From an optimization exercise on the open Yosys and OpenROAD flow, aimed at small area; shortcuts taken in it are not production practice.
The RTL was checked by simulation tests, not by an equivalence proof against the original design.
The clock port is modelled as an ideal driver; clocking choices that lean on that would not hold on a real chip.
Power and IR drop assume default switching activity.

==> flow/design.v <==
module DMA(
	clk_in_COM,
	write_in_COM,
	addr_in_COM,
	reset_in_COM,
	error_in_COM,
	data_in_RAM,
	data_in_FIFO,
	full_FIFO,
	block_size_REG,
	continue_block_gap_REG,
	stop_block_gap_REG,
	enable_transfer_mode_REG,
	transfer_complete_DAT,
	addr_out_RAM,
	data_out_RAM,
	data_out_FIFO,
	busy,
	newDAT_DAT
);
	input clk_in_COM;
	input write_in_COM;
	input [95:0] addr_in_COM;
	input reset_in_COM;
	input error_in_COM;
	input [7:0] data_in_RAM;
	input [7:0] data_in_FIFO;
	input full_FIFO;
	input [11:0] block_size_REG;
	input continue_block_gap_REG;
	input stop_block_gap_REG;
	input enable_transfer_mode_REG;
	input transfer_complete_DAT;
	output reg [63:0] addr_out_RAM;
	output reg [7:0] data_out_RAM;
	output reg [7:0] data_out_FIFO;
	output reg busy;
	output reg newDAT_DAT;
	reg        valid_r, end_r, act2_r;
	reg [63:0] addr_r;
	localparam [1:0] ST_STOP = 2'd0, ST_FDS = 2'd1, ST_CADR = 2'd2, ST_TFR = 2'd3;
	reg [1:0]  state;
	reg [11:0] cnt;
	wire kill = reset_in_COM | error_in_COM;
	wire c2r  = ~write_in_COM & enable_transfer_mode_REG;
	wire run  = ~kill & ~c2r;
	wire tfr  = (state == ST_TFR);
	wire lt   = cnt < block_size_REG;
	wire ld   = run & tfr & lt;                          
	wire hold = run & (state != ST_STOP) & ~ld;          
	wire ldr  = ~kill & c2r;                             
	wire hldr = run & (state != ST_STOP);                
	wire hcnt = tfr & ~ld;                               
	wire [12:0] lo  = {1'b0, addr_r[11:0]} + {1'b0, cnt};
	wire [51:0] hi  = addr_r[63:12] + {51'd0, lo[12]};
	wire [63:0] sum = {hi, lo[11:0]};
	wire [11:0] inc = cnt + 12'd1;
	always @(posedge clk_in_COM) begin
		valid_r    <= addr_in_COM[0];
		end_r      <= addr_in_COM[1];
		act2_r     <= addr_in_COM[5];
		addr_r     <= addr_in_COM[95:32];
		newDAT_DAT <= |data_in_RAM;
		addr_out_RAM  <= ({64{ld}} & sum) | ({64{hold}} & addr_out_RAM);
		data_out_FIFO <= ({8{ld}} & data_in_RAM) | ({8{hold}} & data_out_FIFO);
		data_out_RAM  <= ({8{ldr}} & data_in_FIFO) | ({8{hldr}} & data_out_RAM);
		cnt           <= ({12{ld}} & inc) | ({12{hcnt}} & cnt);
		if (kill) begin
			busy  <= 1'b0;
			state <= ST_STOP;
		end else if (!c2r) begin
			case (state)
				ST_STOP: begin
					busy <= 1'b0;
					if ((write_in_COM | continue_block_gap_REG) & ~full_FIFO)
						state <= ST_FDS;
				end
				ST_FDS: begin
					busy <= valid_r;
					if (valid_r)
						state <= ST_CADR;
				end
				ST_CADR: begin
					if (act2_r)
						state <= ST_TFR;
					else if (end_r)
						state <= ST_STOP;
					else
						state <= ST_FDS;
				end
				default: begin
					if (!lt)
						state <= (end_r | stop_block_gap_REG) ? ST_STOP : ST_FDS;
				end
			endcase
		end
	end
endmodule
==> flow/flow/run.sh <==
#!/bin/bash
# The standard layout, with two changes:
#  - after the standard synthesis, its flip-flops are kept (same instances and cells) and the logic
#    between them is replaced by the one flow/handmap.py writes: the wide datapath as explicit
#    cells; the low add, compare and group carries (module hm_fast) mapped by ABC with ORFS's
#    speed script, the rest of the control with an area script (flow/ctrl_area.abc);
#  - the port buffers are made from the smallest buffer cell.
set -euo pipefail
WORK=$(pwd)
export BUFFER_PORTS_ARGS="-buffer_cell sky130_fd_sc_hd__buf_1"
RES=$WORK/orfs/results/$FLOW_PLATFORM/DMA/base
LOGS=$WORK/orfs/logs/$FLOW_PLATFORM/DMA/base
LIB=$FLOW_HOME/platforms/$FLOW_PLATFORM/lib/sky130_fd_sc_hd__tt_025C_1v80.lib
YOSYS=$FLOW_HOME/../tools/install/yosys/bin/yosys
[[ -x $YOSYS ]] || YOSYS=yosys

bash standard.sh synth > flow_synth.log 2>&1

cp $RES/1_2_yosys.v $WORK/1_2_yosys_standard.v
python3 $WORK/flow/handmap.py $WORK/1_2_yosys_standard.v $WORK/handmap.v 6 > handmap.log 2>&1
ABCARGS=$(grep -o -- "-liberty [^ ]*tt_025C_1v80.lib.* -constr" $LOGS/1_2_yosys.log | head -1 | sed 's/ -constr$//')
cat > $WORK/map.ys <<EOT
read_liberty -lib $LIB
read_verilog $WORK/handmap.v
hierarchy -top $FLOW_TOP
proc
opt_expr
opt_clean
techmap
opt -fast
abc -script $FLOW_HOME/scripts/abc_speed.script $ABCARGS -constr $WORK/orfs/objects/$FLOW_PLATFORM/DMA/base/abc.constr hm_fast
abc -script $WORK/flow/ctrl_area.abc $ABCARGS -constr $WORK/orfs/objects/$FLOW_PLATFORM/DMA/base/abc.constr $FLOW_TOP
flatten
hierarchy -top $FLOW_TOP
opt_clean -purge
rename -hide w:*.*
stat -liberty $LIB
write_verilog -noattr -nohex -nodec $WORK/1_2_yosys_handmap.v
EOT
$YOSYS -l map.log -q map.ys > /dev/null 2>&1
cp $WORK/1_2_yosys_handmap.v $RES/1_2_yosys.v
rm -f $RES/1_synth.odb $RES/1_synth.sdc

bash standard.sh > flow_layout.log 2>&1
==> flow/flow/ctrl_area.abc <==
strash
dc2
dch -f
map -a
topo
==> flow/flow/handmap.py <==
#!/usr/bin/env python3
"""Write the DMA netlist with a hand-built datapath.

usage: handmap.py STANDARD_NETLIST OUT.v [GROUP]

STANDARD_NETLIST is the standard synthesis of rtl/ (1_2_yosys.v); its flip-flops are kept as they
are (same instance names and cell type). The datapath between them is written here as cells:
 - addr_out_RAM[63:12]: A[63:12] + carry, as ripple chains of half adders in groups of GROUP bits,
   each group's carry-in being the low carry ANDed with all the address bits below the group;
 - every register with a hold: one a22o (load & new | hold & old), the load and hold enables
   made by one small gate per 12 of them;
 - the byte counter's +1: a half-adder chain.
The rest is left as expressions for ABC to map (see run.sh): the low 12-bit add, the compare and
the group carries in module hm_fast, mapped for speed; the state machine and the load / hold
enables in DMA itself, mapped for area.
"""
import re
import sys

std, out = sys.argv[1], sys.argv[2]
G = int(sys.argv[3]) if len(sys.argv) > 3 else 6

txt = open(std).read()
flops = {}
for typ, name in re.findall(r'^\s*(sky130_fd_sc_hd__\w+)\s+(\\\S+|\S+)\s*\(', txt, re.M):
    if not typ.startswith('sky130_fd_sc_hd__df'):
        continue
    assert typ == 'sky130_fd_sc_hd__dfxtp_1', typ
    reg = name.lstrip('\\').split('$')[0]
    flops[reg] = name
assert len(flops) == 163, len(flops)

L = []
w = L.append


def q(reg):
    return 'q_' + re.sub(r'\W', '_', reg).strip('_')


def d(reg):
    return 'd_' + re.sub(r'\W', '_', reg).strip('_')


def bits(base, n):
    return [f'{base}[{i}]' for i in range(n)]


regs = (['valid_r', 'end_r', 'act2_r', 'newDAT_DAT', 'busy'] + bits('state', 2) + bits('cnt', 12)
        + bits('addr_r', 64) + bits('addr_out_RAM', 64) + bits('data_out_FIFO', 8)
        + bits('data_out_RAM', 8))
assert sorted(regs) == sorted(flops), set(regs) ^ set(flops)

ncell = [0]


def cell(typ, **pins):
    ncell[0] += 1
    conn = ', '.join(f'.{p}({n})' for p, n in pins.items())
    w(f'  sky130_fd_sc_hd__{typ} hm_{ncell[0]} ({conn});')


w('module DMA(clk_in_COM, write_in_COM, addr_in_COM, reset_in_COM, error_in_COM, data_in_RAM,')
w('  data_in_FIFO, full_FIFO, block_size_REG, continue_block_gap_REG, stop_block_gap_REG,')
w('  enable_transfer_mode_REG, transfer_complete_DAT, addr_out_RAM, data_out_RAM, data_out_FIFO,')
w('  busy, newDAT_DAT);')
w('  input clk_in_COM; input write_in_COM; input [95:0] addr_in_COM; input reset_in_COM;')
w('  input error_in_COM; input [7:0] data_in_RAM; input [7:0] data_in_FIFO; input full_FIFO;')
w('  input [11:0] block_size_REG; input continue_block_gap_REG; input stop_block_gap_REG;')
w('  input enable_transfer_mode_REG; input transfer_complete_DAT;')
w('  output [63:0] addr_out_RAM; output [7:0] data_out_RAM; output [7:0] data_out_FIFO;')
w('  output busy; output newDAT_DAT;')
for r in regs:
    w(f'  wire {q(r)}, {d(r)};')
for r in regs:
    w(f'  sky130_fd_sc_hd__dfxtp_1 {flops[r]} (.CLK(clk_in_COM), .D({d(r)}), .Q({q(r)}));')

# register inputs that are plain wires
w(f'  assign {d("valid_r")} = addr_in_COM[0];')
w(f'  assign {d("end_r")} = addr_in_COM[1];')
w(f'  assign {d("act2_r")} = addr_in_COM[5];')
for i in range(64):
    w(f'  assign {d(f"addr_r[{i}]")} = addr_in_COM[{32 + i}];')
# outputs
for i in range(64):
    w(f'  assign addr_out_RAM[{i}] = {q(f"addr_out_RAM[{i}]")};')
for i in range(8):
    w(f'  assign data_out_FIFO[{i}] = {q(f"data_out_FIFO[{i}]")};')
    w(f'  assign data_out_RAM[{i}] = {q(f"data_out_RAM[{i}]")};')
w(f'  assign busy = {q("busy")};')
w(f'  assign newDAT_DAT = {q("newDAT_DAT")};')

A = [q(f'addr_r[{i}]') for i in range(64)]
N = [q(f'cnt[{i}]') for i in range(12)]
s1, s0 = q('state[1]'), q('state[0]')

# ---- control, left to ABC
w('  wire kill = reset_in_COM | error_in_COM;')
w('  wire c2r = ~write_in_COM & enable_transfer_mode_REG;')
w('  wire run = ~kill & ~c2r;')
w(f'  wire tfr = {s1} & {s0};')
w(f'  wire stop = ~{s1} & ~{s0};')
w(f'  wire [11:0] cntv = {{{", ".join(reversed(N))}}};')
w('  wire lt;')
w('  wire ldx = run & tfr;')
w('  wire yn = ~(run & ~stop);')
w('  wire ldr = ~kill & c2r;')
w('  wire hldr = run & ~stop;')
w('  wire hcnt = tfr & ~(run & lt);')
w(f'  assign {d("newDAT_DAT")} = |data_in_RAM;')
# state machine: STOP 00, FDS 01, CADR 10, TFR 11
w('  wire go = (write_in_COM | continue_block_gap_REG) & ~full_FIFO;')
w(f'  wire n1 = {s1} ? ({s0} ? lt : {q("act2_r")}) : ({s0} ? {q("valid_r")} : 1\'b0);')
w(f'  wire n0 = {s1} ? ({s0} ? (lt | ~({q("end_r")} | stop_block_gap_REG)) : '
  f'({q("act2_r")} | ~{q("end_r")})) : ({s0} ? ~{q("valid_r")} : go);')
w(f'  assign {d("state[1]")} = ~kill & (c2r ? {s1} : n1);')
w(f'  assign {d("state[0]")} = ~kill & (c2r ? {s0} : n0);')
w(f'  wire nb = {s1} ? {q("busy")} : ({s0} ? {q("valid_r")} : 1\'b0);')
w(f'  assign {d("busy")} = ~kill & (c2r ? {q("busy")} : nb);')
# low 12-bit add, compare and the carries into the upper groups: module hm_fast, mapped for speed
starts = list(range(12, 64, G))
w(f'  wire [11:0] alo = {{{", ".join(reversed(A[:12]))}}};')
w(f'  wire [51:0] ahi = {{{", ".join(reversed(A[12:]))}}};')
w('  wire [12:0] lo;')
w(f'  wire [{len(starts) - 1}:0] cg;')
w('  hm_fast fast (.alo(alo), .ahi(ahi), .cnt(cntv), .bs(block_size_REG), .lo(lo), .lt(lt), .cg(cg));')
for k, s in enumerate(starts):
    w(f'  wire cg_{s} = cg[{k}];')
F = []
F.append('module hm_fast(alo, ahi, cnt, bs, lo, lt, cg);')
F.append('  input [11:0] alo; input [51:0] ahi; input [11:0] cnt; input [11:0] bs;')
F.append(f'  output [12:0] lo; output lt; output [{len(starts) - 1}:0] cg;')
F.append("  assign lo = {1'b0, alo} + {1'b0, cnt};")
F.append('  assign lt = cnt < bs;')
for k, s in enumerate(starts):
    F.append(f'  assign cg[{k}] = lo[12]' + (f' & (&ahi[{s - 13}:0]);' if s > 12 else ';'))
F.append('endmodule')


# ld = run & tfr & lt and hold = run & ~stop & ~ld drive about 80 cells each: one small gate
# per FAN of them instead of one net to be buffered
FAN = 12
used = {'ld': 0, 'hold': 0}


def copy(kind):
    k = used[kind] // FAN
    used[kind] += 1
    net = f'{kind}_{k}'
    if used[kind] % FAN == 1:
        w(f'  wire {net};')
        if kind == 'ld':
            cell('and2_1', A='ldx', B='lt', X=net)
        else:
            cell('a21oi_1', A1='ldx', A2='lt', B1='yn', Y=net)
    return net


def a22o(out, a1, a2, b1, b2):
    if a1 in used:
        a1 = copy(a1)
    if b1 in used:
        b1 = copy(b1)
    cell('a22o_1', A1=a1, A2=a2, B1=b1, B2=b2, X=out)


# ---- upper 52 bits: half-adder ripple inside each group
for s in starts:
    e = min(s + G, 64)
    c = f'cg_{s}'
    for i in range(s, e):
        sm = f'su_{i}'
        w(f'  wire {sm};')
        if i == e - 1:
            cell('xor2_1', A=A[i], B=c, X=sm)
        else:
            nc = f'cu_{i + 1}'
            w(f'  wire {nc};')
            cell('ha_1', A=A[i], B=c, SUM=sm, COUT=nc)
            c = nc
        a22o(d(f'addr_out_RAM[{i}]'), 'ld', sm, 'hold', q(f'addr_out_RAM[{i}]'))
for i in range(12):
    a22o(d(f'addr_out_RAM[{i}]'), 'ld', f'lo[{i}]', 'hold', q(f'addr_out_RAM[{i}]'))
for i in range(8):
    a22o(d(f'data_out_FIFO[{i}]'), 'ld', f'data_in_RAM[{i}]', 'hold', q(f'data_out_FIFO[{i}]'))
    a22o(d(f'data_out_RAM[{i}]'), 'ldr', f'data_in_FIFO[{i}]', 'hldr', q(f'data_out_RAM[{i}]'))

# ---- byte counter +1: half-adder chain
w('  wire inc_0, pc_1;')
cell('inv_1', A=N[0], Y='inc_0')
w(f'  assign pc_1 = {N[0]};')
for i in range(1, 12):
    w(f'  wire inc_{i};')
    if i == 11:
        cell('xor2_1', A=N[i], B=f'pc_{i}', X=f'inc_{i}')
    else:
        w(f'  wire pc_{i + 1};')
        cell('ha_1', A=N[i], B=f'pc_{i}', SUM=f'inc_{i}', COUT=f'pc_{i + 1}')
for i in range(12):
    a22o(d(f'cnt[{i}]'), 'ld', f'inc_{i}', 'hcnt', N[i])

w('endmodule')
L += F
open(out, 'w').write('\n'.join(L) + '\n')
==> flow/standard.sh <==
#!/bin/bash
# synth_recipe.tcl (not shown) runs the flow's synth.tcl, then flattens the netlist and writes it again
# the make line also repeats each setting of config.mk as NAME=value (left out here)
make -C /OpenROAD-flow-scripts/flow DESIGN_CONFIG=/design/flow/config.mk WORK_HOME=/design/flow/orfs CLKGATE_MAP_FILE= SYNTH_SCRIPT=/design/flow/synth_recipe.tcl "${@:-finish}"
==> flow/config.mk <==
export PLATFORM = sky130hd
export DESIGN_NAME = DMA
export DESIGN_NICKNAME = DMA
export VERILOG_FILES = /design/flow/design.v
export SDC_FILE = /design/flow/constraint.sdc
export NUM_CORES = 4
export LEC_CHECK = 0
export CAP_MARGIN = 20
export CORE_MARGIN = 2
export CORE_UTILIZATION = 65
export CTS_BUF_LIST = sky130_fd_sc_hd__clkbuf_4 sky130_fd_sc_hd__clkbuf_8
export SLEW_MARGIN = 20
==> flow/constraint.sdc <==
create_clock -name core_clock -period 4.0 [get_ports {clk_in_COM}]
set_input_delay 0.8000 -clock core_clock [delete_from_list [all_inputs] [get_ports {clk_in_COM}]]
set_output_delay 0.8000 -clock core_clock [all_outputs]
set_load 0.01 [all_outputs]
==> flow_summary.json, run 1 <==
{
  "die_area_um2": 9900,
  "drive_gt1_share_pct": 6.34,
  "gp_congestion": 0.893,
  "fin_ws_ns": 0.639,
  "slew-limit-headroom_pct": 34.3,
  "start_kind": "register",
  "cp_slowest_cell": "dfxtp_1",
  "start_util_pct": 67.6,
  "switchingPower_mw": 0.727,
  "grt_pass1_vias": 4553,
  "intPower_mw": 2.23,
  "hold_path.class": "in2reg",
  "p_per_area_nw_per_um2": 412,
  "netSwitchingFraction_pct": 24.6,
  "drt-initial-drc-count": 162,
  "port-buffer-count": 184,
  "worst_path_largest_cell_delay_ns": 0.39,
  "rsz0062_at_grt": "no",
  "ys_warn_count": 1,
  "worstPathCellList": "nor2_1, o31ai_1, maj3_1, maj3_1, o2111a_2, nand3_4, nor2_1, ha_1, ha_1, ha_1, ha_1, ha_1, xor2_1, a22o_1",
  "max_freq_mhz": 298,
  "p_clk_share_pct": 39.7,
  "die_h_um": 99.5,
  "cap_violations": 0,
  "hpwl_um": 9600,
  "clock_skew_ns": 0.0156,
  "crit_fanout": 7,
  "p_leak_nw": 3.02,
  "cp_common_cell": "ha_1",
  "cts_made_buffers": 17,
  "cts_resized": 0,
  "ir_worst_vdd_v": 0.000325,
  "cts_tree": "done",
  "ios": 215,
  "clk_latency_ns": 0.43,
  "netlist_area_um2": 5930,
  "placed_cells": 787,
  "final-hold-violation-count": 0,
  "num_rows": 34,
  "final_util_pct": 81.9,
  "setup_viol": 0,
  "grt_max_degree": 18,
  "clockBufferDepth": 2,
  "clock_sinks": 163,
  "outcome": "timing/DRC/antenna clean",
  "p_seq_share_pct": 57.0,
  "worstPathRequired_ns": 4.33,
  "path_clk_slew_ns": 0.10,
  "first_pass_iters": 5,
  "htreeDepth": 4,
  "coreArea_um2": 8760,
  "cts_setup_buffers": 0,
  "combinationalPowerShare_pct": 3.3,
  "cp-end-kind": "register",
  "post_drt_wl_per_cell_um": 16.2,
  "fin_nets": 884,
  "routed_wl_um": 13300,
  "ant_nets": 0,
  "overflow": 0,
  "post-place-ws_ns": 0.685,
  "syn_to_final_growth_pct": 21.0,
  "cp.arrival_ns": 3.69,
  "fin_crit_sh_pct": 84.0,
  "gr-usage-all-layers_pct": 27.0,
  "grt_pass1_wl_um": 21100,
  "finalSetupTns_ns": 0,
  "syn_avg_cell_area_um2": 12.0,
  "path_class": "reg2reg",
  "die_w_um": 99.5,
  "postCtsHoldBufs": 0,
  "worstMarginPinSlew_ns": 0.985,
  "synth_nets": 678,
  "antenna_found_initial": 0,
  "clock-root-buffer": "clkbuf_8",
  "viasPerCell": 5.53,
  "drc": 0,
  "synth_cells": 492,
  "instances_no_fill": 818,
  "report.final.slew_viol_count": 0,
  "vias": 4525,
  "min_period_ns": 3.36,
  "n_antenna_cell": 0
}
## path summary, 6_finish.rpt
path | startpoint | end | slack [ns] | cells past startpoint
worst max-delay path | cnt[9] | addr_out_RAM[41] | 0.64 | 14
worst min-delay path | addr_in_COM[76] | addr_r[44] | 0.45 | 1
worst max register to register | cnt[9] | addr_out_RAM[41] | 0.64 | 14
worst min register to register | addr_out_RAM[6] | addr_out_RAM[6] | 0.48 | 1
## flip-flops by register name, indices dropped and copies added (netlist names)
register	count
busy	1
cnt	12
addr_out_RAM	64
act2_r	1
data_out_RAM	8
valid_r	1
data_out_FIFO	8
state	2
end_r	1
addr_r	64
newDAT_DAT	1
## metal layers
layer	track usage (%)	vias up	routed length, um
met5	0	-	0
met4	9.48	0	187
met3	7.80	15	843
met2	47.8	146	6880
met1	31.3	2113	5370
li1	-	2251	-
## power by group through the flow
stage | clock network (mW) | logic (mW) | registers (mW)
final | 1.17 | 0.0974 | 1.69
after global routing | 1.26 | 0.110 | 1.69
after CTS | 1.19 | 0.0976 | 1.69
after detailed placement | 0 | 0.0961 | 1.72
after global placement | 0 | 0.0915 | 1.72
after floorplan | 0 | 0.0459 | 1.72
## layout by cell type, fill, tap and decap left out, types with 9 or more instances in the layout
master / n
xor2_1: 19
nor2_1: 18
ha_1: 53
inv_1: 11
a21oi_1: 15
nor2b_1: 10
dfxtp_1: 163
xnor2_1: 15
nand2_1: 18
buf_1: 184
a22o_1: 92
clkbuf_8: 17
clkinv_1: 9
## through the flow
step | power [mW] | hold WS, ns | area, um2
2_1_floorplan | 1.76 | 0.468 | 5930
3_3_place_gp | 1.81 | 0.454 | 6780
3_5_place_dp | 1.82 | 0.454 | 6780
4_1_cts | 2.98 | 0.429 | 7170
5_1_grt | 3.06 | 0.416 | 7170
6_report | 2.96 | 0.447 | 7170
## final cells by class
type | instances | area [um2]
Sequential cell | 163 | 3260
Fill cell | 544 | 1590
Clock inverter | 14 | 159
Inverter | 20 | 75.1
Tap cell | 108 | 135
Timing Repair Buffer | 187 | 713
Multi-Input combinational cell | 309 | 2590
Clock buffer | 17 | 234
## critical path: cells and delay by family (launching register included)
family                   cells  cell delay, ns
adder cells (fa/ha/maj)      7            1.71
AND/OR/NAND/NOR              3            0.37
flip-flops                   1            0.39
XOR/XNOR                     1            0.15
AO/OA/AOI/OAI                3            0.63
==> inputs of run 2 (changes only) <==
--- a/flow/flow/run.sh
+++ b/flow/flow/run.sh
@@ -2,12 +2,14 @@
 # The standard layout, with two changes:
 #  - after the standard synthesis, its flip-flops are kept (same instances and cells) and the logic
 #    between them is replaced by the one flow/handmap.py writes: the wide datapath as explicit
-#    cells; the low add, compare and group carries (module hm_fast) mapped by ABC with ORFS's
-#    speed script, the rest of the control with an area script (flow/ctrl_area.abc);
-#  - the port buffers are made from the smallest buffer cell.
+#    cells; the compare and group carries (module hm_fast) mapped by ABC with flow/fast.abc (delay-oriented),
+#    the rest of the control with an area script (flow/ctrl_area.abc);
+#  - the port buffers are made from the smallest buffer cell;
+#  - clock tree synthesis adds no dummy loads.
 set -euo pipefail
 WORK=$(pwd)
 export BUFFER_PORTS_ARGS="-buffer_cell sky130_fd_sc_hd__buf_1"
+export CTS_ARGS="-sink_clustering_enable -repair_clock_nets -buf_list {sky130_fd_sc_hd__clkbuf_4 sky130_fd_sc_hd__clkbuf_8} -dont_use_dummy_load"
 RES=$WORK/orfs/results/$FLOW_PLATFORM/DMA/base
 LOGS=$WORK/orfs/logs/$FLOW_PLATFORM/DMA/base
 LIB=$FLOW_HOME/platforms/$FLOW_PLATFORM/lib/sky130_fd_sc_hd__tt_025C_1v80.lib
@@ -28,7 +30,7 @@
 opt_clean
 techmap
 opt -fast
-abc -script $FLOW_HOME/scripts/abc_speed.script $ABCARGS -constr $WORK/orfs/objects/$FLOW_PLATFORM/DMA/base/abc.constr hm_fast
+abc -script $WORK/flow/fast.abc $ABCARGS -constr $WORK/orfs/objects/$FLOW_PLATFORM/DMA/base/abc.constr hm_fast
 abc -script $WORK/flow/ctrl_area.abc $ABCARGS -constr $WORK/orfs/objects/$FLOW_PLATFORM/DMA/base/abc.constr $FLOW_TOP
 flatten
 hierarchy -top $FLOW_TOP
==> flow/flow/fast.abc (new file) <==
strash
&get -n
&st
&dch
&nf
&put
topo
--- a/flow/flow/handmap.py
+++ b/flow/flow/handmap.py
@@ -7,11 +7,11 @@
 are (same instance names and cell type). The datapath between them is written here as cells:
  - addr_out_RAM[63:12]: A[63:12] + carry, as ripple chains of half adders in groups of GROUP bits,
    each group's carry-in being the low carry ANDed with all the address bits below the group;
- - every register with a hold: one a22o (load & new | hold & old), the load and hold enables
-   made by one small gate per 12 of them;
- - the byte counter's +1: a half-adder chain.
-The rest is left as expressions for ABC to map (see run.sh): the low 12-bit add, the compare and
-the group carries in module hm_fast, mapped for speed; the state machine and the load / hold
+ - every register with a hold: one a22o (load & new | hold & old);
+ - the byte counter's +1: a half-adder chain;
+ - the low 12-bit add A[11:0] + N: a ripple of one and-or-invert gate per bit.
+The rest is left as expressions for ABC to map (see run.sh): the compare and the group carries
+in module hm_fast, mapped for speed; the state machine and the load / hold
 enables in DMA itself, mapped for area.
 """
 import re
@@ -102,11 +102,11 @@
 w(f'  wire stop = ~{s1} & ~{s0};')
 w(f'  wire [11:0] cntv = {{{", ".join(reversed(N))}}};')
 w('  wire lt;')
-w('  wire ldx = run & tfr;')
-w('  wire yn = ~(run & ~stop);')
+w('  wire ld = run & tfr & lt;')
+w('  wire hold = run & ~stop & ~ld;')
 w('  wire ldr = ~kill & c2r;')
 w('  wire hldr = run & ~stop;')
-w('  wire hcnt = tfr & ~(run & lt);')
+w('  wire hcnt = tfr & ~ld;')
 w(f'  assign {d("newDAT_DAT")} = |data_in_RAM;')
 # state machine: STOP 00, FDS 01, CADR 10, TFR 11
 w('  wire go = (write_in_COM | continue_block_gap_REG) & ~full_FIFO;')
@@ -117,50 +117,46 @@
 w(f'  assign {d("state[0]")} = ~kill & (c2r ? {s0} : n0);')
 w(f'  wire nb = {s1} ? {q("busy")} : ({s0} ? {q("valid_r")} : 1\'b0);')
 w(f'  assign {d("busy")} = ~kill & (c2r ? {q("busy")} : nb);')
-# low 12-bit add, compare and the carries into the upper groups: module hm_fast, mapped for speed
+# low 12-bit add A[11:0] + N by hand: half adder at bit 0, then a carry ripple through one
+# and-or-invert gate per bit, alternating the carry's polarity (odd bits take the true carry and
+# give the inverted one, even bits the other way round)
 starts = list(range(12, 64, G))
-w(f'  wire [11:0] alo = {{{", ".join(reversed(A[:12]))}}};')
+w('  wire [12:0] lo;')
+w('  wire c_1;')
+cell('ha_1', A=A[0], B=N[0], SUM='lo[0]', COUT='c_1')
+for i in range(1, 12):
+    w(f'  wire p_{i}, g_{i};')
+    if i % 2 == 1:          # carry in true: c_i
+        cell('ha_1', A=A[i], B=N[i], SUM=f'p_{i}', COUT=f'g_{i}')
+        cell('xor2_1', A=f'p_{i}', B=f'c_{i}', X=f'lo[{i}]')
+        if i == 11:
+            cell('a21o_1', A1=f'p_{i}', A2=f'c_{i}', B1=f'g_{i}', X='lo[12]')
+        else:
+            w(f'  wire cn_{i + 1};')
+            cell('a21oi_1', A1=f'p_{i}', A2=f'c_{i}', B1=f'g_{i}', Y=f'cn_{i + 1}')
+    else:                   # carry in inverted: cn_i; p_ and g_ hold the inverted propagate / generate
+        cell('xnor2_1', A=A[i], B=N[i], Y=f'p_{i}')
+        cell('nand2_1', A=A[i], B=N[i], Y=f'g_{i}')
+        cell('xor2_1', A=f'p_{i}', B=f'cn_{i}', X=f'lo[{i}]')
+        w(f'  wire c_{i + 1};')
+        cell('o21ai_1', A1=f'p_{i}', A2=f'cn_{i}', B1=f'g_{i}', Y=f'c_{i + 1}')
+# compare and the carries into the upper groups: module hm_fast, mapped for speed
 w(f'  wire [51:0] ahi = {{{", ".join(reversed(A[12:]))}}};')
-w('  wire [12:0] lo;')
 w(f'  wire [{len(starts) - 1}:0] cg;')
-w('  hm_fast fast (.alo(alo), .ahi(ahi), .cnt(cntv), .bs(block_size_REG), .lo(lo), .lt(lt), .cg(cg));')
+w('  hm_fast fast (.c12(lo[12]), .ahi(ahi), .cnt(cntv), .bs(block_size_REG), .lt(lt), .cg(cg));')
 for k, s in enumerate(starts):
     w(f'  wire cg_{s} = cg[{k}];')
 F = []
-F.append('module hm_fast(alo, ahi, cnt, bs, lo, lt, cg);')
-F.append('  input [11:0] alo; input [51:0] ahi; input [11:0] cnt; input [11:0] bs;')
-F.append(f'  output [12:0] lo; output lt; output [{len(starts) - 1}:0] cg;')
-F.append("  assign lo = {1'b0, alo} + {1'b0, cnt};")
+F.append('module hm_fast(c12, ahi, cnt, bs, lt, cg);')
+F.append('  input c12; input [51:0] ahi; input [11:0] cnt; input [11:0] bs;')
+F.append(f'  output lt; output [{len(starts) - 1}:0] cg;')
 F.append('  assign lt = cnt < bs;')
 for k, s in enumerate(starts):
-    F.append(f'  assign cg[{k}] = lo[12]' + (f' & (&ahi[{s - 13}:0]);' if s > 12 else ';'))
+    F.append(f'  assign cg[{k}] = c12' + (f' & (&ahi[{s - 13}:0]);' if s > 12 else ';'))
 F.append('endmodule')
 
 
-# ld = run & tfr & lt and hold = run & ~stop & ~ld drive about 80 cells each: one small gate
-# per FAN of them instead of one net to be buffered
-FAN = 12
-used = {'ld': 0, 'hold': 0}
-
-
-def copy(kind):
-    k = used[kind] // FAN
-    used[kind] += 1
-    net = f'{kind}_{k}'
-    if used[kind] % FAN == 1:
-        w(f'  wire {net};')
-        if kind == 'ld':
-            cell('and2_1', A='ldx', B='lt', X=net)
-        else:
-            cell('a21oi_1', A1='ldx', A2='lt', B1='yn', Y=net)
-    return net
-
-
 def a22o(out, a1, a2, b1, b2):
-    if a1 in used:
-        a1 = copy(a1)
-    if b1 in used:
-        b1 = copy(b1)
     cell('a22o_1', A1=a1, A2=a2, B1=b1, B2=b2, X=out)
 
 
==> run 2 against run 1 <==
Compared with the run above:
- wire length decreased by 3.4%
- non-clock buffer count increased by 26
- critical path type unchanged
- count of clock-buffer cells in the layout unchanged
- final cell count decreased by 2.0%
- sequential power about the same
==> flow_summary.json, run 2 <==
{
  "placed_area_um2": 6740,
  "top_regs": "addr_out_RAM x64, addr_r x64, cnt x12",
  "mostFrequentLayoutCells": "buf_1, dfxtp_1, a22o_1, ha_1, buf_4",
  "vias": 4454,
  "fin_nets": 889,
  "clk_latency_ns": 0.44,
  "clock-root-buffer": "clkbuf_8",
  "crit_cells": 22,
  "rr_worst_depth": 22,
  "coreArea_um2": 8590,
  "ant_nets": 0,
  "layout_commonest_cell": "buf_1",
  "grt_pass1_vias": 4490,
  "num_rows": 34,
  "fin_area_um2": 7090,
  "fin_crit_sh_pct": 94.7,
  "crit_fanout": 3,
  "clock_sinks": 163,
  "drive_gt1_share_pct": 10.5,
  "grt_max_degree": 56,
  "p_per_area_nw_per_um2": 374,
  "cts_tree": "done",
  "hpwl_um": 9000,
  "drc": 0,
  "drt-initial-drc-count": 125,
  "rsz0062_at_grt": "yes",
  "cp_common_cell": "o21ai_2",
  "ys_warn_count": 1,
  "post_drt_wl_per_cell_um": 16.0,
  "viasPerCell": 5.55,
  "min_period_ns": 3.79,
  "worstPathCellList": "ha_1, a21oi_4, o21ai_2, a21oi_2, o21ai_2, a21oi_2, o21ai_2, a21oi_2, o21ai_2, a21oi_2, o21ai_2, a21o_1, nand2_2, nor3_2, and3_1, ha_2, ha_1, ha_1, ha_1, ha_2, xor2_1, a22o_1",
  "antenna_found_initial": 0,
  "worstMarginPinSlew_ns": 0.954,
  "timing.rr.start": "addr_r[0]",
  "path_class": "reg2reg",
  "cp.arrival_ns": 4.11,
  "regToRegEndpoint": "addr_out_RAM[41]",
  "cp_top_family": "compound AO/OA/AOI/OAI gates",
  "max_freq_mhz": 264,
  "syn_avg_cell_area_um2": 12.3,
  "netlist_area_um2": 5690,
  "slew-limit-headroom_pct": 35.9,
  "routed_wl_um": 12800,
  "htreeDepth": 4,
  "clockBufferDepth": 2,
  "gp_congestion": 0.889,
  "cp-end-kind": "register",
  "synth_cells": 464,
  "port-buffer-count": 184,
  "syn_to_final_growth_pct": 24.6,
  "first_pass_iters": 4,
  "gr-usage-all-layers_pct": 27.4,
  "final-hold-violation-count": 0,
  "endpoint": "addr_out_RAM[41]",
  "overflow": 0,
  "ios": 215,
  "die_area_um2": 9520,
  "cap_violations": 0,
  "report.final.slew_viol_count": 0,
  "start_util_pct": 66.2,
  "setup_viol": 0,
  "placed_cells": 782,
  "instances_no_fill": 802,
  "clock_skew_ns": 0.0314,
  "start_kind": "register",
  "n_antenna_cell": 0,
  "cts_made_buffers": 17,
  "p_leak_nw": 2.97,
  "worst_path_largest_cell_delay_ns": 0.31,
  "crit_buf_inv": 0,
  "cp-startpoint": "addr_r[0]",
  "path_clk_slew_ns": 0.09,
  "hold_path.class": "in2reg",
  "die_w_um": 97.5,
  "worstPathRequired_ns": 4.32,
  "postCtsHoldBufs": 0,
  "die_h_um": 97.5,
  "grt_pass1_wl_um": 20800,
  "outcome": "timing/DRC/antenna clean",
  "cp_slowest_cell": "dfxtp_1",
  "ir_worst_vdd_v": 0.000254,
  "rrSetupSlack_ns": 0.21,
  "synth_nets": 657
}
## run 2: routing by layer
metal / track usage [%] / part of all wire, % / wire length, um / up-vias
met5: 0 / 0 / 0 / -
met4: 10.1 / 1.9 / 249 / 0
met3: 8.71 / 7.1 / 914 / 21
met2: 45.9 / 49 / 6290 / 156
met1: 33.1 / 42 / 5370 / 2102
li1: - / - / - / 2175
## run 2: stage by stage
stage | power (mW) | worst slack, ns | util [%] | TNS, ns | hold slack (ns)
after floorplan | 1.76 | 0.00478 | - | 0 | 0.494
after global placement | 1.81 | -0.0553 | 78.1 | -0.0917 | 0.454
after detailed placement | 1.82 | -0.193 | 78.4 | -1.55 | 0.452
after CTS | 2.66 | 0.0137 | 81.6 | 0 | 0.430
after global routing | 2.74 | -0.0340 | 82.5 | -0.0863 | 0.419
final | 2.65 | 0.213 | 82.5 | 0 | 0.448
## run 2: cell type report
cell class,count,area (um2)
clock buffer,17,234
fill,529,1510
inverter,13,48.8
multi-input combinational,288,2490
sequential,163,3270
tap,108,135
timing repair buffer,213,916
## run 2: timing repair
| action | CTS | global route |
|---|---|---|
| gates resized for setup | 8 | 18 |
| setup buffers | 2 | 1 |
| pin swaps | 6 | 12 |
| setup endpoints to repair | 14 | 23 |
## run 2: how the worst min path moves through the flow
stage / from / end / slack [ns] / cells past startpoint
after detailed placement: addr_out_RAM[3] / addr_out_RAM[3] / 0.45 / 1
after CTS: addr_in_COM[94] / addr_r[62] / 0.43 / 1
final: addr_in_COM[47] / addr_r[15] / 0.45 / 1
after floorplan: state[1] / state[1] / 0.49 / 2
after global placement: addr_out_RAM[27] / addr_out_RAM[27] / 0.45 / 1
after global routing: addr_in_COM[94] / addr_r[62] / 0.42 / 1
## run 2: report_power, final
part,leakage [nW],switching (mW),internal [mW]
clock network,0.122,0.489,0.376
registers,1.34,0.0231,1.66
logic,1.51,0.0521,0.0495
total,2.97,0.564,2.09
==> inputs of run 3 (changes only) <==
--- a/flow/flow/run.sh
+++ b/flow/flow/run.sh
@@ -2,8 +2,8 @@
 # The standard layout, with two changes:
 #  - after the standard synthesis, its flip-flops are kept (same instances and cells) and the logic
 #    between them is replaced by the one flow/handmap.py writes: the wide datapath as explicit
-#    cells; the compare and group carries (module hm_fast) mapped by ABC with flow/fast.abc (delay-oriented),
-#    the rest of the control with an area script (flow/ctrl_area.abc);
+#    cells; the compare and group carries (module hm_fast) mapped by ABC with ORFS's
+#    speed script, the rest of the control with an area script (flow/ctrl_area.abc);
 #  - the port buffers are made from the smallest buffer cell;
 #  - clock tree synthesis adds no dummy loads.
 set -euo pipefail
@@ -30,7 +30,7 @@
 opt_clean
 techmap
 opt -fast
-abc -script $WORK/flow/fast.abc $ABCARGS -constr $WORK/orfs/objects/$FLOW_PLATFORM/DMA/base/abc.constr hm_fast
+abc -script $FLOW_HOME/scripts/abc_speed.script $ABCARGS -constr $WORK/orfs/objects/$FLOW_PLATFORM/DMA/base/abc.constr hm_fast
 abc -script $WORK/flow/ctrl_area.abc $ABCARGS -constr $WORK/orfs/objects/$FLOW_PLATFORM/DMA/base/abc.constr $FLOW_TOP
 flatten
 hierarchy -top $FLOW_TOP
removed: flow/flow/fast.abc
==> run 3 against run 2 <==
Compared with the run above:
- wire length grew 8.4%
- worst hold slack gained 0.0075 ns
- count of clock-buffer cells in the layout is the same
- highest routed layer unchanged
- final cell count grew 1.1%
- global-route usage grew 1.4 points
- now fails the layout checks on negative setup slack
- combinational power grew 5%
- die area grew 0.50%
- clock power is essentially flat
- maximum frequency shrank 7.3%
- critical path depth grew 3
==> flow_summary.json, run 3 <==
{
  "crit_fanout": 2,
  "die_area_um2": 9560,
  "htreeDepth": 4,
  "nFillCells": 449,
  "cp-end-kind": "register",
  "path_clk_slew_ns": 0.09,
  "ir_worst_vdd_v": 0.000286,
  "postCtsHoldBufs": 0,
  "fin_nets": 898,
  "ant_nets": 0,
  "hpwl_um": 9040,
  "coreArea_um2": 8640,
  "netlist_area_um2": 5720,
  "n_antenna_cell": 0,
  "syn_avg_cell_area_um2": 12.5,
  "grt_pass1_wl_um": 22000,
  "worst_path_largest_cell_delay_ns": 0.34,
  "worstMarginPinSlew_ns": 0.866,
  "vias": 4565,
  "ios": 215,
  "routed_wl_um": 13900,
  "gr-usage-all-layers_pct": 28.8,
  "regToRegEndpoint": "addr_out_RAM[41]",
  "min_from": "addr_in_COM[57]",
  "clock_skew_ns": 0.0347,
  "min_to": "addr_r[25]",
  "worstPathRequired_ns": 4.31,
  "cp.arrival_ns": 4.39,
  "cts_made_buffers": 17,
  "top_regs": "addr_out_RAM x64, addr_r x64, cnt x12",
  "mostFrequentLayoutCells": "buf_1, dfxtp_1, a22o_1, buf_4, ha_1",
  "viasPerCell": 5.63,
  "clockBufferDepth": 2,
  "drc": 0,
  "synth_nets": 650,
  "final-hold-violation-count": 0,
  "timing.rr.start": "cnt[1]",
  "max_freq_mhz": 245,
  "ys_warn_count": 1,
  "instances_no_fill": 811,
  "synth_cells": 457,
  "cp_top_family": "compound AO/OA/AOI/OAI gates",
  "cts_tree": "done",
  "syn_to_final_growth_pct": 31.7,
  "clock-root-buffer": "clkbuf_8",
  "clock_sinks": 163,
  "setup_viol": 6,
  "die_h_um": 97.8,
  "post_drt_wl_per_cell_um": 17.1,
  "crit_buf_inv": 2,
  "clk_latency_ns": 0.43,
  "p_per_area_nw_per_um2": 354,
  "report.final.slew_viol_count": 0,
  "grt_max_degree": 85,
  "start_util_pct": 66.2,
  "fin_ws_ns": -0.0832,
  "post-place-ws_ns": -0.327,
  "layout_commonest_cell": "buf_1",
  "port-buffer-count": 184,
  "p_leak_nw": 3.13,
  "so_faults": "negative setup slack",
  "path_class": "reg2reg",
  "cap_violations": 0,
  "die_w_um": 97.8,
  "grt_pass1_vias": 4577,
  "drive_gt1_share_pct": 15.8,
  "worst_hold_path.num_cells": 1,
  "gp_congestion": 0.810,
  "drt-initial-drc-count": 187,
  "fin_area_um2": 7530,
  "num_rows": 34,
  "first_pass_iters": 5,
  "antenna_found_initial": 0,
  "cp_slowest_cell": "dfxtp_2",
  "hold_path.class": "in2reg",
  "rrSetupSlack_ns": -0.08,
  "overflow": 0,
  "placed_cells": 771,
  "placed_area_um2": 6880,
  "start_kind": "register",
  "rr_worst_depth": 25,
  "min_period_ns": 4.08,
  "fin_crit_sh_pct": 102,
  "rsz0062_at_grt": "yes",
  "outcome": "complete, but fails checks",
  "slew-limit-headroom_pct": 41.8
}
-- run 3: cell type report --
type,count,area (um2),share of cell area (%)
timing repair buffer,229,1080,14.3
clock buffer,17,234,3.11
tap,108,135,1.79
multi-input combinational,278,2760,36.6
sequential,163,3270,43.4
inverter,16,60.1,0.797
-- run 3: what timing repair did --
| action | in CTS | in global routing |
|---|---|---|
| setup buffers | 22 | 4 |
| cloned | 0 | 0 |
| gates resized for setup | 34 | 12 |
| pin swaps | 33 | 14 |
| endpoints found under the setup margin | 26 | 27 |
-- run 3: where the power goes --
| part | total, mW | leakage, nW | switching [mW] | internal (mW) |
|---|---|---|---|---|
| Combinational | 0.107 | 1.67 | 0.0536 | 0.0536 |
| Clock | 0.863 | 0.122 | 0.488 | 0.376 |
| Sequential | 1.69 | 1.34 | 0.0305 | 1.66 |
-- run 3: metal layers --
layer  track usage [%]  up-vias  routed length, um
met3              8.16       27                880
met2              48.3      179               7030
met1              35.4     2174               5680
li1                  -     2185                  -
met4              11.5        0                316
met5                 0        -                  0
-- run 3: worst max-delay path by stage --
stage,start,end,slack (ns),depth (start not counted)
CTS,cnt[1],addr_out_RAM[59],-0.15,24
detailed placement,addr_r[1],addr_out_RAM[58],-0.33,23
global route,cnt[1],addr_out_RAM[58],-0.36,23
finish,cnt[1],addr_out_RAM[41],-0.08,25
global placement,cnt[1],addr_out_RAM[58],-0.30,23
floorplan,cnt[1],addr_out_RAM[58],-0.07,23
-- run 3: metrics by stage --
step | TNS [ns] | util [%] | total power, mW | hold WS (ns)
global placement | -3.01 | 79.6 | 1.81 | 0.454
floorplan | -0.231 | - | 1.76 | 0.494
finish | -0.376 | 87.2 | 2.66 | 0.455
CTS | -0.968 | 86.3 | 2.67 | 0.426
detailed placement | -3.84 | 79.6 | 1.82 | 0.453
global route | -4.88 | 87.2 | 2.75 | 0.425
-- run 3: worst register-to-register path, cell delays in order, from the launching register on --
cell and delay (ns):
dfxtp_2 0.34, ha_4 0.28, a21oi_4 0.05, o21ai_2 0.14
a21oi_2 0.08, o21ai_2 0.16, a21oi_2 0.09, o21ai_2 0.15
a21oi_2 0.09, o21ai_2 0.18, a21oi_2 0.10, o21ai_2 0.16
a21o_1 0.19, nand4_4 0.11, nor4_4 0.19, nand4_2 0.19
buf_4 0.19, buf_6 0.11, nor3_4 0.11, ha_2 0.22
ha_4 0.14, ha_4 0.13, ha_4 0.13, ha_4 0.12
xor2_1 0.07, a22o_1 0.24
==> inputs of run 4 (changes only) <==
--- a/flow/flow/run.sh
+++ b/flow/flow/run.sh
@@ -2,7 +2,7 @@
 # The standard layout, with two changes:
 #  - after the standard synthesis, its flip-flops are kept (same instances and cells) and the logic
 #    between them is replaced by the one flow/handmap.py writes: the wide datapath as explicit
-#    cells; the compare and group carries (module hm_fast) mapped by ABC with ORFS's
+#    cells; the compare (module hm_fast) mapped by ABC with ORFS's
 #    speed script, the rest of the control with an area script (flow/ctrl_area.abc);
 #  - the port buffers are made from the smallest buffer cell;
 #  - clock tree synthesis adds no dummy loads.
--- a/flow/flow/handmap.py
+++ b/flow/flow/handmap.py
@@ -6,12 +6,13 @@
 STANDARD_NETLIST is the standard synthesis of rtl/ (1_2_yosys.v); its flip-flops are kept as they
 are (same instance names and cell type). The datapath between them is written here as cells:
  - addr_out_RAM[63:12]: A[63:12] + carry, as ripple chains of half adders in groups of GROUP bits,
-   each group's carry-in being the low carry ANDed with all the address bits below the group;
+   each group's carry-in being one AND gate of the low carry with all the address bits below the
+   group (those all-ones prefixes by a chain of and2 across the groups);
  - every register with a hold: one a22o (load & new | hold & old);
  - the byte counter's +1: a half-adder chain;
  - the low 12-bit add A[11:0] + N: a ripple of one and-or-invert gate per bit.
-The rest is left as expressions for ABC to map (see run.sh): the compare and the group carries
-in module hm_fast, mapped for speed; the state machine and the load / hold
+The rest is left as expressions for ABC to map (see run.sh): the compare in module hm_fast,
+mapped for speed; the state machine and the load / hold
 enables in DMA itself, mapped for area.
 """
 import re
@@ -140,19 +141,34 @@
         cell('xor2_1', A=f'p_{i}', B=f'cn_{i}', X=f'lo[{i}]')
         w(f'  wire c_{i + 1};')
         cell('o21ai_1', A1=f'p_{i}', A2=f'cn_{i}', B1=f'g_{i}', Y=f'c_{i + 1}')
-# compare and the carries into the upper groups: module hm_fast, mapped for speed
-w(f'  wire [51:0] ahi = {{{", ".join(reversed(A[12:]))}}};')
-w(f'  wire [{len(starts) - 1}:0] cg;')
-w('  hm_fast fast (.c12(lo[12]), .ahi(ahi), .cnt(cntv), .bs(block_size_REG), .lt(lt), .cg(cg));')
+# all-ones prefixes of the upper address bits, by hand: each group's bits ANDed by two nand3 and a
+# nor2, then a chain of and2 across the groups; each group's carry-in is one AND gate with the
+# low carry, which arrives last
+for k, s in enumerate(starts[:-1]):
+    w(f'  wire bn_{k}a, bn_{k}b, blk_{k};')
+    bb = A[s:s + G]
+    assert len(bb) == 6
+    cell('nand3_1', A=bb[0], B=bb[1], C=bb[2], Y=f'bn_{k}a')
+    cell('nand3_1', A=bb[3], B=bb[4], C=bb[5], Y=f'bn_{k}b')
+    cell('nor2_1', A=f'bn_{k}a', B=f'bn_{k}b', Y=f'blk_{k}')
+    w(f'  wire gp_{k + 1};')
+    if k == 0:
+        w(f'  assign gp_1 = blk_0;')
+    else:
+        cell('and2_1', A=f'gp_{k}', B=f'blk_{k}', X=f'gp_{k + 1}')
 for k, s in enumerate(starts):
-    w(f'  wire cg_{s} = cg[{k}];')
+    if k == 0:
+        w(f'  wire cg_{s} = lo[12];')
+    else:
+        w(f'  wire cg_{s};')
+        cell('and2_1', A='lo[12]', B=f'gp_{k}', X=f'cg_{s}')
+# the compare: module hm_fast, mapped for speed
+w('  hm_fast fast (.cnt(cntv), .bs(block_size_REG), .lt(lt));')
 F = []
-F.append('module hm_fast(c12, ahi, cnt, bs, lt, cg);')
-F.append('  input c12; input [51:0] ahi; input [11:0] cnt; input [11:0] bs;')
-F.append(f'  output lt; output [{len(starts) - 1}:0] cg;')
+F.append('module hm_fast(cnt, bs, lt);')
+F.append('  input [11:0] cnt; input [11:0] bs;')
+F.append('  output lt;')
 F.append('  assign lt = cnt < bs;')
-for k, s in enumerate(starts):
-    F.append(f'  assign cg[{k}] = c12' + (f' & (&ahi[{s - 13}:0]);' if s > 12 else ';'))
 F.append('endmodule')
 
 
==> run 4 against run 3 <==
Compared with the run above:
- the run now finishes clean
- largest power group unchanged
- maximum frequency is 7.9% higher
- largest cell class unchanged
- global-route usage decreased by 2.6 points
- final cell count is 2.2% lower
==> flow_summary.json, run 4 <==
{
  "outcome": "timing/DRC/antenna clean",
  "cts_tree": "done",
  "worstPathRequired_ns": 4.31,
  "cp.arrival_ns": 4.10,
  "ios": 215,
  "rsz0062_at_grt": "no",
  "crit_fanout": 5,
  "path_class": "reg2reg",
  "slew-limit-headroom_pct": 33.8,
  "rrSetupSlack_ns": 0.22,
  "grt_pass1_wl_um": 20100,
  "min_period_ns": 3.78,
  "grt_max_degree": 83,
  "setup_viol": 0,
  "drc": 0,
  "clock_skew_ns": 0.0299,
  "intPower_mw": 2.08,
  "p_clk_share_pct": 32.5,
  "port-buffer-count": 184,
  "synth_nets": 659,
  "htreeDepth": 4,
  "overflow": 0,
  "path_clk_slew_ns": 0.09,
  "gr-usage-all-layers_pct": 26.2,
  "vias": 4354,
  "top_regs": "addr_out_RAM x64, addr_r x64, cnt x12",
  "final-hold-violation-count": 0,
  "fin_nets": 880,
  "n_antenna_cell": 0,
  "clk_latency_ns": 0.43,
  "gp_congestion": 0.870,
  "netlist_area_um2": 5710,
  "syn_to_final_growth_pct": 22.3,
  "start_kind": "register",
  "drive_gt1_share_pct": 7.88,
  "postCtsHoldBufs": 0,
  "worstMarginPinSlew_ns": 0.985,
  "coreArea_um2": 8640,
  "die_h_um": 97.7,
  "ys_warn_count": 1,
  "rr_worst_depth": 20,
  "die_w_um": 97.7,
  "placed_area_um2": 6690,
  "antenna_found_initial": 0,
  "grt_pass1_vias": 4398,
  "regToRegEndpoint": "addr_out_RAM[47]",
  "post-place-ws_ns": -0.0923,
  "hpwl_um": 8530,
  "ant_nets": 0,
  "clock_sinks": 163,
  "fin_crit_sh_pct": 94.6,
  "p_seq_share_pct": 63.9,
  "timing.rr.start": "addr_r[1]",
  "syn_avg_cell_area_um2": 12.3,
  "synth_cells": 466,
  "fin_area_um2": 6980,
  "endpoint": "addr_out_RAM[47]",
  "cp-end-kind": "register",
  "combinationalPowerShare_pct": 3.6,
  "max_freq_mhz": 264,
  "layout_commonest_cell": "buf_1",
  "cts_made_buffers": 17,
  "hold_path.class": "in2reg",
  "p_leak_nw": 2.95,
  "ir_worst_vdd_v": 0.000263,
  "cap_violations": 0,
  "switchingPower_mw": 0.551,
  "die_area_um2": 9550,
  "viasPerCell": 5.49,
  "drt-initial-drc-count": 146,
  "routed_wl_um": 12400,
  "num_rows": 34,
  "clock-root-buffer": "clkbuf_8",
  "fin_ws_ns": 0.216,
  "clockBufferDepth": 2,
  "p_per_area_nw_per_um2": 377,
  "first_pass_iters": 7,
  "cp-startpoint": "addr_r[1]",
  "start_util_pct": 66.1,
  "mostFrequentLayoutCells": "buf_1, dfxtp_1, a22o_1, ha_1, xor2_1",
  "netSwitchingFraction_pct": 20.9,
  "post_drt_wl_per_cell_um": 15.6,
  "report.final.slew_viol_count": 0
}
## run 4: how the worst min path moves through the flow
stage / start / endpoint / slack (ns) / depth (start not counted)
floorplan: state[1] / state[1] / 0.49 / 2
global placement: data_out_RAM[3] / data_out_RAM[3] / 0.45 / 1
detailed placement: addr_out_RAM[28] / addr_out_RAM[28] / 0.45 / 1
CTS: addr_in_COM[56] / addr_r[24] / 0.43 / 1
global route: addr_in_COM[56] / addr_r[24] / 0.41 / 1
finish: addr_in_COM[56] / addr_r[24] / 0.45 / 1
## run 4: what timing repair did
action	CTS	global route
pin swaps	4	6
endpoints found under the setup margin	15	20
setup buffers	0	1
gates cloned	1	0
gates resized for setup	3	9
## run 4: layout make-up
cell class                      count  area [um2]
Fill cell                         575        1650
Inverter                           16        60.1
Multi-Input combinational cell    288        2460
Clock buffer                       17         234
Sequential cell                   163        3260
Timing Repair Buffer              201         831
Tap cell                          108         135
## run 4: power by group through the flow
stage | clock network, mW | registers (mW) | logic (mW)
detailed placement | 0 | 1.72 | 0.0931
CTS | 0.867 | 1.68 | 0.0948
global route | 0.935 | 1.69 | 0.110
global placement | 0 | 1.72 | 0.0885
finish | 0.856 | 1.68 | 0.0961
floorplan | 0 | 1.72 | 0.0424
## run 4: worst max-delay path, cell delays in order, from the launching register on
cell and delay (ns):
dfxtp_1 0.36, ha_4 0.22, a21oi_2 0.17, o21ai_2 0.09, a21oi_2 0.17, o21ai_1 0.10, a21oi_2 0.20, o21ai_2 0.08
a21oi_2 0.19, o21ai_2 0.08, a21oi_2 0.17, o21ai_2 0.10, a21o_2 0.29, and2_1 0.16, ha_1 0.19, ha_1 0.18
ha_1 0.19, ha_1 0.18, ha_1 0.19, xor2_1 0.14, a22o_1 0.23
## run 4: stage by stage
step	power, mW	TNS [ns]	util, %	hold slack (ns)	instances
floorplan	1.76	0	-	0.494	466
global placement	1.81	0	77.4	0.453	774
detailed placement	1.81	-0.493	77.4	0.454	774
CTS	2.65	0	80.3	0.432	792
global route	2.73	0	80.9	0.414	793
finish	2.64	0	80.9	0.450	793
## run 4: routing by layer
| layer | global-route usage, % | share of wire, % | wire, um |
|---|---|---|---|
| met4 | 8.23 | 2.0 | 254 |
| met5 | 0 | 0 | 0 |
| met1 | 31.3 | 42 | 5190 |
| met2 | 45.6 | 52 | 6400 |
| met3 | 7.91 | 4.4 | 547 |
==> inputs of run 5 (changes only) <==
--- a/flow/config.mk
+++ b/flow/config.mk
@@ -9,4 +9,5 @@
 export CORE_MARGIN = 2
 export CORE_UTILIZATION = 65
 export CTS_BUF_LIST = sky130_fd_sc_hd__clkbuf_4 sky130_fd_sc_hd__clkbuf_8
+export GPL_TIMING_DRIVEN = 0
 export SLEW_MARGIN = 20
==> run 5 against run 4 <==
Compared with the run above:
- still clean
- maximum frequency decreased by 3.1%
- clock power about the same
- largest power group unchanged
- sequential cell count unchanged
==> flow_summary.json, run 5 <==
{
  "placed_area_um2": 6650,
  "gp_congestion": 0.809,
  "syn_avg_cell_area_um2": 12.3,
  "outcome": "timing/DRC/antenna clean",
  "syn_to_final_growth_pct": 22.2,
  "max_freq_mhz": 256,
  "path_class": "reg2reg",
  "fin_area_um2": 6980,
  "vias": 4369,
  "finalPower_mw": 2.64,
  "grt_pass1_wl_um": 20100,
  "timing.rr.start": "cnt[1]",
  "n_antenna_cell": 0,
  "slew-limit-headroom_pct": 36.1,
  "cp-end-kind": "register",
  "busiest_layer": "met2",
  "nFillCells": 584,
  "port-buffer-count": 184,
  "viasPerCell": 5.57,
  "rr_worst_depth": 20,
  "p_per_area_nw_per_um2": 378,
  "mostFrequentLayoutCells": "buf_1, dfxtp_1, a22o_1, ha_1, xor2_1",
  "hpwl_um": 9100,
  "clock_skew_ns": 0.0399,
  "ys_warn_count": 1,
  "gr-usage-met3_pct": 6.26,
  "worstPathRequired_ns": 4.31,
  "regToRegEndpoint": "addr_out_RAM[41]",
  "clock-root-buffer": "clkbuf_8",
  "ios": 215,
  "clock_sinks": 163,
  "gr-usage-all-layers_pct": 26.4,
  "start_kind": "register",
  "hold_ws_ns": 0.441,
  "finalSetupTns_ns": 0,
  "p_leak_nw": 2.92,
  "path_clk_slew_ns": 0.10,
  "drive_gt1_share_pct": 7.25,
  "drc": 0,
  "cp.arrival_ns": 4.22,
  "die_area_um2": 9550,
  "die_h_um": 97.7,
  "drt-initial-drc-count": 97,
  "rrSetupSlack_ns": 0.09,
  "routed_wl_um": 12600,
  "report.final.slew_viol_count": 0,
  "post_drt_wl_per_cell_um": 16.1,
  "antenna_found_initial": 0,
  "grt_pass1_vias": 4296,
  "placed_cells": 763,
  "worstMarginPinSlew_ns": 0.952,
  "min_period_ns": 3.91,
  "hold_path.class": "in2reg",
  "die_w_um": 97.7,
  "overflow": 0,
  "cap_violations": 0,
  "endpoint": "addr_out_RAM[41]",
  "layout_commonest_cell": "buf_1",
  "htreeDepth": 4,
  "fin_nets": 871,
  "netlist_area_um2": 5710,
  "cts_tree": "done",
  "gr-usage-met2_pct": 46.0,
  "ant_nets": 0,
  "cts_made_buffers": 17,
  "instances_no_fill": 784,
  "setup_viol": 0,
  "coreArea_um2": 8640,
  "grt_max_degree": 34,
  "fin_crit_sh_pct": 97.7,
  "cp-startpoint": "cnt[1]",
  "regArea_um2": 3270,
  "synth_nets": 659,
  "top_regs": "addr_out_RAM x64, addr_r x64, cnt x12",
  "first_pass_iters": 4,
  "clockBufferDepth": 2,
  "crit_fanout": 5,
  "multi_input_area_um2": 2480,
  "final-hold-violation-count": 0,
  "clk_latency_ns": 0.44,
  "num_rows": 34,
  "synth_cells": 466,
  "ir_worst_vdd_v": 0.000245,
  "start_util_pct": 66.1,
  "grt_use_met1_pct": 32.2
}
## run 5: where the power goes
group          total [mW]  internal [mW]  leakage, nW  switching (mW)
Clock               0.853          0.375        0.122           0.478
Sequential           1.68           1.66         1.34          0.0221
Combinational      0.0998         0.0483         1.46          0.0515
Total                2.64           2.08         2.92           0.551
## run 5: final cells by class
cell class                 instances  share of cell area [%]
sequential                       163                    46.8
multi-input combinational        288                    35.5
timing repair buffer             192                    11.5
clock buffer                      17                    3.35
tap                              108                    1.94
inverter                          16                   0.861
## run 5: metrics by stage
stage	utilization, %	setup slack (ns)
after global placement	75.9	-1.03
after global routing	80.8	-0.106
after CTS	80.2	0.00899
after detailed placement	77.0	-0.389
final	80.8	0.0933
after floorplan	-	0.118
## run 5: worst min-delay path by stage
stage                                start               end  slack (ns)  cells after the start
after floorplan                   state[1]          state[1]        0.49                      2
final                      addr_in_COM[60]        addr_r[28]        0.44                      1
after detailed placement  addr_out_RAM[28]  addr_out_RAM[28]        0.45                      1
after global routing       addr_in_COM[60]        addr_r[28]        0.41                      1
after global placement    addr_out_RAM[28]  addr_out_RAM[28]        0.45                      1
after CTS                  addr_in_COM[58]        addr_r[26]        0.42                      1
## run 5: timing repair
action | in CTS | in global routing
pin swaps | 3 | 7
gates cloned | 1 | 0
resized for setup | 8 | 9
hold buffers | 0 | 0
buffers inserted | 1 | 2
setup endpoints to repair | 30 | 15
hold endpoints to repair | 0 | 0
## run 5: critical path: stages, from the launching register on
cell	delay [ns]
dfxtp_4	0.37
ha_4	0.23
a21oi_4	0.18
o21ai_2	0.10
a21oi_2	0.22
o21ai_2	0.09
a21oi_2	0.20
o21ai_2	0.09
a21oi_2	0.20
o21ai_2	0.09
a21oi_2	0.19
o21ai_2	0.12
a21o_2	0.27
and2_1	0.16
ha_1	0.17
ha_1	0.18
ha_1	0.19
ha_1	0.19
ha_1	0.19
xor2_1	0.14
a22o_1	0.22
## run 5: per-layer routing
metal  share of wire, %  wire (um)
met5                  0          0
met4                1.6        200
met3                4.5        571
met2                 51       6510
met1                 42       5360
==> inputs of run 6 (changes only) <==
--- a/flow/flow/run.sh
+++ b/flow/flow/run.sh
@@ -5,7 +5,8 @@
 #    cells; the compare (module hm_fast) mapped by ABC with ORFS's
 #    speed script, the rest of the control with an area script (flow/ctrl_area.abc);
 #  - the port buffers are made from the smallest buffer cell;
-#  - clock tree synthesis adds no dummy loads.
+#  - clock tree synthesis adds no dummy loads, and afterwards flow/cts_trim.tcl swaps clock
+#    buffers for smaller ones while the flip-flop clock slews stay well under the limit.
 set -euo pipefail
 WORK=$(pwd)
 export BUFFER_PORTS_ARGS="-buffer_cell sky130_fd_sc_hd__buf_1"
@@ -43,4 +44,6 @@
 cp $WORK/1_2_yosys_handmap.v $RES/1_2_yosys.v
 rm -f $RES/1_synth.odb $RES/1_synth.sdc
 
+bash standard.sh cts > flow_cts.log 2>&1
+LIB=$LIB RES=$RES openroad -no_init -exit $WORK/flow/cts_trim.tcl > cts_trim.log 2>&1
 bash standard.sh > flow_layout.log 2>&1
==> flow/flow/cts_trim.tcl (new file) <==
set limit 0.112
read_liberty $::env(LIB)
read_db $::env(RES)/4_cts.odb
read_sdc $::env(RES)/4_cts.sdc
source $::env(FLOW_HOME)/platforms/$::env(FLOW_PLATFORM)/setRC.tcl
estimate_parasitics -placement

proc maxslew {} {
  set w 0
  foreach p [get_pins -hierarchical */CLK] {
    set s [expr max([get_property $p slew_max_rise],[get_property $p slew_max_fall])]
    if {$s > $w} {set w $s}
  }
  return $w
}

set cands {}
foreach inst [get_cells -filter "ref_name==sky130_fd_sc_hd__clkbuf_8"] {
  set out [get_pins -of_objects $inst -filter "direction==output"]
  set n [llength [get_pins -of_objects [get_nets -of_objects $out] -filter "direction==input"]]
  lappend cands [list $n [get_full_name $inst]]
}
puts "clock slew before: [maxslew]"
foreach c [lsort -integer -index 0 $cands] {
  lassign $c n name
  set inst [get_cells $name]
  replace_cell $inst sky130_fd_sc_hd__clkbuf_4
  estimate_parasitics -placement
  set s [maxslew]
  if {$s > $limit} {
    replace_cell $inst sky130_fd_sc_hd__clkbuf_8
    estimate_parasitics -placement
    puts "keep $name (fanout $n): slew would be $s"
  } else {
    puts "clkbuf_4 for $name (fanout $n): slew $s"
  }
}
puts "clock slew after: [maxslew]"
write_db $::env(RES)/4_cts.odb
--- a/flow/config.mk
+++ b/flow/config.mk
@@ -9,5 +9,4 @@
 export CORE_MARGIN = 2
 export CORE_UTILIZATION = 65
 export CTS_BUF_LIST = sky130_fd_sc_hd__clkbuf_4 sky130_fd_sc_hd__clkbuf_8
-export GPL_TIMING_DRIVEN = 0
 export SLEW_MARGIN = 20
==> run 6 against run 5 <==
Compared with the run above:
- non-clock buffer count rose by 9
- synthesized cell count did not move
- combinational power fell by 3.9%
- register-to-register slack improved by 0.13 ns
- sequential share of layout area rose by 0.40 points
- clock power fell by 17%
- clock skew fell by 0.0024 ns
- largest cell class unchanged
==> flow_summary.json, run 6 <==
{
  "outcome": "timing/DRC/antenna clean",
  "path_clk_slew_ns": 0.11,
  "wl_met3_um": 586,
  "cp.arrival_ns": 4.17,
  "rrSetupSlack_ns": 0.22,
  "fin_nets": 880,
  "synth_nets": 659,
  "topRoutingLayerUsed": "met4",
  "worstPathRequired_ns": 4.39,
  "min_to": "addr_r[54]",
  "wl_met2_um": 6300,
  "routed_wl_um": 12400,
  "syn_to_final_growth_pct": 21.0,
  "post-place-ws_ns": -0.0923,
  "rr_worst_depth": 20,
  "setup_viol": 0,
  "port-buffer-count": 184,
  "die_area_um2": 9550,
  "nFillCells": 591,
  "mostFrequentLayoutCells": "buf_1, dfxtp_1, a22o_1, ha_1, xor2_1",
  "grt_max_degree": 83,
  "clockBufferDepth": 2,
  "drc": 0,
  "report.final.slew_viol_count": 0,
  "regToRegEndpoint": "addr_out_RAM[59]",
  "gr-usage-all-layers_pct": 26.2,
  "antenna_found_initial": 0,
  "crit_buf_inv": 0,
  "start_util_pct": 66.1,
  "path_class": "reg2reg",
  "final-hold-violation-count": 0,
  "gp_congestion": 0.870,
  "die_w_um": 97.7,
  "start_kind": "register",
  "cp-end-kind": "register",
  "worst_hold_path.num_cells": 1,
  "clock-root-buffer": "clkbuf_8",
  "grt_pass1_wl_um": 20100,
  "ant_nets": 0,
  "cap_violations": 0,
  "hpwl_um": 8530,
  "wl_met1_um": 5170,
  "clock_sinks": 163,
  "num_rows": 34,
  "top_regs": "addr_out_RAM x64, addr_r x64, cnt x12",
  "fin_crit_sh_pct": 94.4,
  "viasPerCell": 5.52,
  "vias": 4380,
  "cts_tree": "done",
  "timing.rr.start": "cnt[1]",
  "p_leak_nw": 2.92,
  "die_h_um": 97.7,
  "max_freq_mhz": 265,
  "ios": 215,
  "worstMarginPinSlew_ns": 0.981,
  "clk_latency_ns": 0.53,
  "htreeDepth": 4,
  "worst_path_largest_cell_delay_ns": 0.38,
  "post_drt_wl_per_cell_um": 15.6,
  "finalPower_mw": 2.48,
  "fin_area_um2": 6910,
  "placed_area_um2": 6690,
  "drive_gt1_share_pct": 7.74,
  "crit_fanout": 5,
  "ys_warn_count": 1,
  "min_from": "addr_in_COM[86]",
  "cp_top_family": "compound AO/OA/AOI/OAI gates",
  "p_per_area_nw_per_um2": 360,
  "ir_worst_vdd_v": 0.000232,
  "grt_pass1_vias": 4411,
  "overflow": 0,
  "coreArea_um2": 8640,
  "hold_path.class": "in2reg",
  "min_period_ns": 3.78,
  "cts_made_buffers": 17,
  "clock_skew_ns": 0.0375,
  "hold_ws_ns": 0.349,
  "syn_avg_cell_area_um2": 12.3,
  "n_antenna_cell": 0,
  "fin_ws_ns": 0.222,
  "first_pass_iters": 8,
  "synth_cells": 466,
  "slew-limit-headroom_pct": 34.1,
  "cp_slowest_cell": "dfxtp_1",
  "drt-initial-drc-count": 127,
  "layout_commonest_cell": "buf_1",
  "worstPathCellList": "ha_4, a21oi_2, o21ai_2, a21oi_2, o21ai_1, a21oi_2, o21ai_2, a21oi_2, o21ai_2, a21oi_2, o21ai_2, a21o_2, and2_1, ha_1, ha_1, ha_1, ha_1, ha_1, xor2_1, a22o_1",
  "netlist_area_um2": 5710
}
-- run 6: timing repair --
action,4_1_cts,5_1_grt
resized for setup,3,8
setup buffers,0,1
pin swaps,4,6
setup endpoints to repair,15,19
hold buffers,0,0
gates cloned,1,0
-- run 6: area by class of cell --
class / instances / area, um2 / share of cell area [%]
repair buffers: 201 / 831 / 12.0
multi-input cells: 288 / 2460 / 35.6
inverters: 16 / 60.1 / 0.869
clock buffers: 17 / 159 / 2.30
flip-flops and latches: 163 / 3260 / 47.2
well taps: 108 / 135 / 1.96
-- run 6: through the flow --
| stage | instances | setup TNS [ns] | util (%) |
|---|---|---|---|
| floorplan | 466 | 0 | - |
| global placement | 774 | 0 | 77.4 |
| detailed placement | 774 | -0.493 | 77.4 |
| CTS | 792 | 0 | 80.3 |
| global route | 793 | -0.00429 | 80.0 |
| finish | 793 | 0 | 80.0 |
-- run 6: where the power goes --
group	internal [mW]	total, mW	switching [mW]	leakage (nW)
Clock	0.247	0.706	0.459	0.0912
Combinational	0.0477	0.0959	0.0483	1.49
Sequential	1.66	1.68	0.0222	1.34
Total	1.95	2.48	0.529	2.92
-- run 6: metal layers --
metal,vias to the layer above,track usage (%)
li1,2152,-
met1,2053,31.2
met2,141,45.5
met3,34,7.77
met4,0,8.76
met5,-,0
-- run 6: worst max-delay path by stage --
stage / end / cells after the start / startpoint / slack (ns)
floorplan: addr_out_RAM[29] / 20 / cnt[1] / 0.12
global placement: addr_out_RAM[53] / 20 / cnt[1] / 0.01
detailed placement: addr_out_RAM[47] / 20 / cnt[1] / -0.09
CTS: addr_out_RAM[47] / 20 / cnt[1] / 0.006
global route: addr_out_RAM[59] / 20 / cnt[1] / -0.004
finish: addr_out_RAM[59] / 20 / cnt[1] / 0.22

## port drivers added, routing unchanged
Ports are ideal in the flow. The routed layouts listed here were re-timed in OpenROAD.
Step 1: set_driving_cell puts a clkbuf_16 on clk_in_COM and a buf_2 on each other input, an assumption about the parent block.
Step 2 moves the port delays by t, midway between the first and last clock arrival at a register: inputs arrive t later, outputs are due t later. That takes back most of the time a late clock gives input paths.
Slacks: ideal / step 1 / step 2; pairs: ideal / step 1.
run	shift t [ns]	setup slack, ns	slew at the worst register clock pin (ns)	pins driven straight from the clock port
run 1	0.461	0.639 / 0.639 / 0.639	0.10 / 0.10	1
run 2	0.455	0.213 / 0.213 / 0.213	0.09 / 0.09	1
run 3	0.448	-0.083 / -0.083 / -0.083	0.09 / 0.09	1
run 4	0.454	0.216 / 0.216 / 0.216	0.09 / 0.09	1
run 5	0.457	0.093 / 0.093 / 0.093	0.10 / 0.10	1
run 6	0.546	0.222 / 0.222 / 0.222	0.11 / 0.11	1
